Source: an optimization exercise on an open RTL-to-GDS flow (aim: small area and a short achievable clock period). Production flows keep margins and buffers that such runs may drop.
Where RTL was checked, it was by simulation tests only, not by an equivalence proof against the original.
Power is estimated from default activity; no workload was simulated.

## cnn_accelerator
module cnn_accelerator (
    input clk,
    input reset,
    input [7:0] pixel_in,
    input [1:0] kernel_size,
    output reg detected
);
    wire [1:0] lvl;
    systolic_array sa (
        .clk(clk),
        .reset(reset),
        .kernel_size(kernel_size),
        .pixel_in(pixel_in),
        .level(lvl)
    );
    always @(posedge clk or posedge reset) begin
        if (reset)
            detected <= 0;
        else begin
            case (kernel_size)
                2'b00: detected <= |lvl;
                2'b01: detected <= lvl[1];
                2'b10: detected <= &lvl;
                default: detected <= 0;
            endcase
        end
    end
endmodule
For scale: roughly 13 I/O pins.
Settings: LEC_CHECK=0, ABC_CLOCK_PERIOD_IN_PS=2200, CAP_MARGIN=0, CORE_MARGIN=2, CORE_UTILIZATION=65, CTS_BUF_LIST=sky130_fd_sc_hd__clkbuf_4, SETUP_SLACK_MARGIN=3.8, SLEW_MARGIN=0; clock period 6.0 ns.
run.sh (not shown) runs the stock make flow with config.mk's settings and CLKGATE_MAP_FILE= SYNTH_SCRIPT=/design/flow/synth_recipe.tcl, a recipe that flattens the netlist after the stock synthesis.
The first run produced a clean layout.
Then changed:
--- a/flow/config.mk
+++ b/flow/config.mk
@@ -8,2 +8,2 @@
-export ABC_CLOCK_PERIOD_IN_PS = 2200
-export CAP_MARGIN = 0
+export ABC_CLOCK_PERIOD_IN_PS = 2700
+export CAP_MARGIN = 20
@@ -12,3 +12,2 @@
-export CTS_BUF_LIST = sky130_fd_sc_hd__clkbuf_4
-export SETUP_SLACK_MARGIN = 3.8
-export SLEW_MARGIN = 0
+export SETUP_SLACK_MARGIN = 3.3
+export SLEW_MARGIN = 20
Result: Cell area drops by 4.8%. Setup slack is worse by 0.36 ns. Count of clock-buffer cells in the layout grows by 5. Worst hold slack loses 0.010 ns. Via count decreases by 3.4%. Power climbs by 4.2%. Wire length shrinks by 4.7%. Synthesized cell count does not change. Clock skew stays flat. Global-route usage increases by 0.55 points.
Then changed:
--- a/flow/config.mk
+++ b/flow/config.mk
@@ -8 +8 @@
-export ABC_CLOCK_PERIOD_IN_PS = 2700
+export ABC_CLOCK_PERIOD_IN_PS = 2400
@@ -12 +12 @@
-export SETUP_SLACK_MARGIN = 3.3
+export SETUP_SLACK_MARGIN = 3.6
After rerunning: Final area goes up by 2.4%; via count rose by 0.48%; fmax increases by 11%; power goes up by 1.8%; clock power stays flat; wire length rises by 3.3%.

========
cnn_accelerator, a different RTL version from the one above (not shown whole).
Size in the first run: ~360 cells after synthesis, roughly 55 flip-flops, ~13 I/O pins, roughly 3700 um2 of cells after synthesis.
export LEC_CHECK = 0
export ABC_CLOCK_PERIOD_IN_PS = 2500
export CAP_MARGIN = 20
export CORE_MARGIN = 2
export CORE_UTILIZATION = 40
export SETUP_SLACK_MARGIN = 3.5
export SLEW_MARGIN = 20
create_clock -name core_clock -period 6.0 [get_ports {clk}]
Change:
ABC_CLOCK_PERIOD_IN_PS = 2000   (was 2500)
SETUP_SLACK_MARGIN = 4.0   (was 3.5)
After rerunning: Wire length is higher by roughly a tenth. Maximum frequency decreases slightly. Combinational power increases by about a fifth. Via count grows by a few percent. Hold slack improved by 0.0069 ns. Sequential share of layout area goes down by 3.1 points. Area after synthesis stays the same. Total power increases by a little under a tenth.
No functional check of the RTL was part of any run of this note.

========
== build 95 ==
cnn_accelerator, a different RTL version from the one above (not shown whole).
Size: about 330 cells after synthesis, ~58 flip-flops, roughly 13 I/O pins, about 3400 µm² of cells after synthesis.
==> flow/config.mk <==
export PLATFORM = sky130hd
export DESIGN_NAME = cnn_accelerator
export DESIGN_NICKNAME = cnn_accelerator
export VERILOG_FILES = /design/flow/design.v
export SDC_FILE = /design/flow/constraint.sdc
export NUM_CORES = 4
export LEC_CHECK = 0
export ABC_CLOCK_PERIOD_IN_PS = 2400
export CAP_MARGIN = 20
export CORE_MARGIN = 2
export CORE_UTILIZATION = 40
export CTS_CLUSTER_DIAMETER = 200
export CTS_CLUSTER_SIZE = 30
export SETUP_SLACK_MARGIN = 3.6
export SLEW_MARGIN = 20
==> flow/constraint.sdc <==
create_clock -name core_clock -period 6.0 [get_ports {clk}]
set_input_delay 1.2000 -clock core_clock [delete_from_list [all_inputs] [get_ports {clk}]]
set_output_delay 1.2000 -clock core_clock [all_outputs]
set_load 0.01 [all_outputs]
The following lists how build 37 was set up differently from build 95:
- putting CTS_BUF_LIST at sky130_fd_sc_hd__clkbuf_4 where nothing was set
- clearing CTS_CLUSTER_DIAMETER, which used to be 200
- clearing CTS_CLUSTER_SIZE, which used to be 30
- swapping 40 for 65 in CORE_UTILIZATION
- swapping 3.6 for 3.8 in SETUP_SLACK_MARGIN
- swapping 2400 for 2200 in ABC_CLOCK_PERIOD_IN_PS
## What came out
Vertical die dimension of build 37 falls short of that of build 95 by more than 10%. Compare build 37 and build 95 | buffer count excluding the clock tree in the final layout higher: build 37. Summary of the comparison: half-perimeter wire length of the detailed placement result is lower in build 37, relative to build 95. Delta (build 37 minus build 95): largest incremental delay on the critical path moved down; number of global-route vias before repair +about 1.7%; portion of total power attributed to combinational logic +3.0 points; well-tap cell count decreased 35. Build 37: flow completed, timing, DRC and antenna clean.
The inputs of build 59 differ from those of build 37 as listed below.
- ABC_CLOCK_PERIOD_IN_PS now 2400, was 2200
- CTS_CLUSTER_SIZE now 30, previously not set
- CTS_BUF_LIST no longer set, was sky130_fd_sc_hd__clkbuf_4
- SETUP_SLACK_MARGIN now 3.6, was 3.8
- CTS_CLUSTER_DIAMETER now 200, previously not set
Results
Build 59 against build 37: count of clock-buffer cells in the layout grew by 4, ratio of routed vias to standard cells grew by 1.5%, total power shrank by 0.000033 W.
Build 59 does worse than build 37 on first-pass GRT wire length.
Build 59: no failed stages, no open violations at the end
On post-route standard cell area excluding fillers, the lower figure sits with build 59, not build 37.
Delta (build 59 minus build 37): routed wire length went down about 0.6%; worst hold-check slack shrank by 5.3 ps.
Clock tree buffer depth came out exactly the same in build 37 and build 59.
The following lists how build 66 was set up differently from build 59:
- a deleted CTS_CLUSTER_DIAMETER that had been 200
- a deleted CTS_CLUSTER_SIZE that had been 30
- a change of CORE_UTILIZATION from 65 to 40
Notes after the runs:
The lower area of the die of build 66 and build 59 is in build 59. Build 59 → build 66: cell area after placement increased by about 1.2% relative to the old numbers, number of placed cells counting well taps went up by 35, clock-pin slew of the registers on the worst-case setup and hold paths now sits at about the same level, final cycle utilization of the critical path went up by 0.57 points, detailed-route vias per instance went down by 0.57. Where maximum clock frequency is concerned, build 59 is better than build 66. Looking at part of the total power dissipated in combinational logic, build 66 sits 0.7 points lower than build 59 does. Lower row count was reported by build 59, not build 66.
No run of this note included a check of the RTL's function; only the layout flow was run.

-- afterwards: timing with drivers on the ports --
In the flow no input, the clock included, has a driving cell. The finished layouts below were timed again as built, in two steps.
Step 1 assumes that a clkbuf_16 drives the clock port and a buf_2 every other input.
Step 2 also shifts input and output timing later by t, the mid clock arrival at the registers, as if the neighbouring blocks saw the same clock.
Slacks: ideal / step 1 / step 2; pairs: ideal / step 1.
run | t (ns) | setup WS [ns] | hold slack, ns | worst slew at a driven data input, ns | pins driven straight from the clock port
the first run of note 1 | 0.423 | 3.844 / 3.840 / 3.417 | 0.441 / 0.441 / 0.441 | 0.04 | 1
the second run of note 1 | 0.368 | 3.480 / 3.480 / 3.181 | 0.431 / 0.431 / 0.431 | 0.04 | 1
the third run of note 1 | 0.368 | 3.733 / 3.733 / 3.404 | 0.434 / 0.434 / 0.434 | 0.04 | 1
the first run of note 2 | 0.344 | 3.214 / 3.214 / 3.204 | 0.504 / 0.504 / 0.504 | 0.04 | 1
the second run of note 2 | 0.332 | 3.205 / 3.205 / 3.205 | 0.511 / 0.511 / 0.511 | 0.06 | 1
build 95 | 0.357 | 3.636 / 3.640 / 3.283 | 0.433 / 0.433 / 0.433 | 0.03 | 1
build 37 | 0.423 | 3.789 / 3.767 / 3.344 | 0.440 / 0.440 / 0.440 | 0.06 | 1
build 59 | 0.369 | 3.671 / 3.678 / 3.309 | 0.435 / 0.435 / 0.435 | 0.03 | 1
build 66 | 0.357 | 3.636 / 3.640 / 3.283 | 0.433 / 0.433 / 0.433 | 0.03 | 1
After both steps every run listed still meets setup and hold. The setup slack of build 37, which loses most, moves by -0.022 ns with the drivers and by -0.445 ns with both steps.
